Background: an optimization exercise with open tools, aiming at small area, a short achievable clock period and few clock cycles per item. Do not read the settings as production practice.
In this exercise RTL edits were held to simulation tests only and were not proved equivalent to the original.
No activity file was given, so power comes from the tool's default toggle rates.

==> module func, before the edit <==
module func(
	input clk_i,
	input rst_i,
	input start_i,
	input [7:0] a_i,
	input [7:0] b_i,
	input change_mode,
	output [1:0] busy_o,
	output [15:0] y_o
);
  reg [7:0] a;
  reg [3:0] root;
  reg busy;
  reg mode;
  reg cleared;
  reg [23:0] row1;
  reg [16:0] row2;
  reg row_c;
  wire next_c;
  wire [3:0] result_sqrt;
  wire [23:0] next1;
  wire [16:0] next2;
  wire [23:0] part_result;
  wire accept = start_i & ~busy;
  sqrt sqrt1(.x_i(b_i), .y_o(result_sqrt));
  cube cube1(.x_bi(a), .s_i(root), .r1_o(next1), .r2_o(next2), .cin_o(next_c));
  assign part_result = cleared ? 24'd0 : {row1[23:5] + {1'b0, 1'b0, row2[16], row2[15], row2[14], row2[13], row2[12], row2[11], row2[10], row2[9], row2[8], row2[7], row2[6], row2[5], row2[4], row2[3], row2[2], row2[1], row2[0]} + row_c, row1[4:0]};
  assign busy_o = {1'b0, busy};
  assign y_o[7:0] = mode ? part_result[23:16] : part_result[7:0];
  assign y_o[15:8] = mode ? 8'h00 : part_result[15:8];
  always @(posedge clk_i) begin
    row1 <= next1;
    row2 <= next2;
    row_c <= next_c;
    if (accept) begin
      a <= a_i;
      root <= result_sqrt;
    end
    if (rst_i) begin
      mode <= 1'b0;
      busy <= 1'b0;
      cleared <= 1'b1;
    end else begin
      if (change_mode) mode <= ~mode;
      busy <= accept;
      if (accept) cleared <= 1'b0;
    end
  end
endmodule
Settings: LEC_CHECK=0, CAP_MARGIN=20, CORE_MARGIN=2, CORE_UTILIZATION=65, PLACE_DENSITY=0.75, SETUP_SLACK_MARGIN=1.5, SLEW_MARGIN=20; clock period 5.0 ns.
run.sh (not shown) runs the stock make flow with config.mk's settings and CLKGATE_MAP_FILE= SYNTH_SCRIPT=/design/flow/synth_recipe.tcl, a recipe that flattens the netlist after the stock synthesis.
Testbench counts at the start, summed over its fixed seeds: cycles 3,200, items 1,600.
==> next run, changes <==
--- a/flow/design.v
+++ b/flow/design.v
@@ -250,11 +250,14 @@
   reg [3:0] root;
   reg busy;
   reg mode;
-  reg cleared;
+  reg show_hi, show_lo;
+  wire cleared = ~(show_hi | show_lo);
+  wire next_mode = mode ^ change_mode;
   reg [23:0] row1;
   reg [16:0] row2;
   reg row_c;
   wire next_c;
+  wire [19:0] hi_sum = {row1[23:5], 1'b1} + {1'b0, 1'b0, row2[16], row2[15], row2[14], row2[13], row2[12], row2[11], row2[10], row2[9], row2[8], row2[7], row2[6], row2[5], row2[4], row2[3], row2[2], row2[1], row2[0], row_c};
   wire [3:0] result_sqrt;
   wire [23:0] next1;
   wire [16:0] next2;
@@ -262,10 +265,10 @@
   wire accept = start_i & ~busy;
   sqrt sqrt1(.x_i(b_i), .y_o(result_sqrt));
   cube cube1(.x_bi(a), .s_i(root), .r1_o(next1), .r2_o(next2), .cin_o(next_c));
-  assign part_result = cleared ? 24'd0 : {row1[23:5] + {1'b0, 1'b0, row2[16], row2[15], row2[14], row2[13], row2[12], row2[11], row2[10], row2[9], row2[8], row2[7], row2[6], row2[5], row2[4], row2[3], row2[2], row2[1], row2[0]} + row_c, row1[4:0]};
+  assign part_result = {hi_sum[19:1], row1[4:0]};
   assign busy_o = {1'b0, busy};
-  assign y_o[7:0] = mode ? part_result[23:16] : part_result[7:0];
-  assign y_o[15:8] = mode ? 8'h00 : part_result[15:8];
+  assign y_o[7:0] = ({8{show_hi}} & part_result[23:16]) | ({8{show_lo}} & part_result[7:0]);
+  assign y_o[15:8] = {8{show_lo}} & part_result[15:8];
   always @(posedge clk_i) begin
     row1 <= next1;
     row2 <= next2;
@@ -277,11 +280,13 @@
     if (rst_i) begin
       mode <= 1'b0;
       busy <= 1'b0;
-      cleared <= 1'b1;
+      show_hi <= 1'b0;
+      show_lo <= 1'b0;
     end else begin
-      if (change_mode) mode <= ~mode;
+      mode <= next_mode;
       busy <= accept;
-      if (accept) cleared <= 1'b0;
+      show_hi <= next_mode & (accept | ~cleared);
+      show_lo <= ~next_mode & (accept | ~cleared);
     end
   end
 endmodule
The changed run finished with timing, DRC and antenna clean.
Cell count fell by 1.9%.
Register-to-register slack improves by 0.06 ns.
Cell area grows by 1.8%.
Total power increases by 2.4%.
Sequential power is higher by about 3%.
Testbench counts after the change, summed over its fixed seeds: cycles 3,200, items 1,600.

==> what the ideal ports hide <==
Ports are ideal in the flow. The routed layouts listed here were re-timed in OpenROAD. Step 1 sets driving cells, clkbuf_16 on the clock port and buf_2 on the other inputs (assumed; they add their load-dependent delay and slew). Step 2 times the ports against the registers' clock, not the clock port: input delays grow and output delays shrink by t, the midpoint of the rising clock arrivals with the driver on. a / b / c = ideal ports / drivers / drivers and shift; a / b = the first two.
run	shift t [ns]	slack for setup (ns)	worst slew at a driven data input, ns	cell pins on the clock port's net
the first run	0.371	1.312 / 1.275 / 1.522	0.04	1
the second run	0.367	1.388 / 1.354 / 1.577	0.04	1
After both steps every run listed still meets setup and hold.
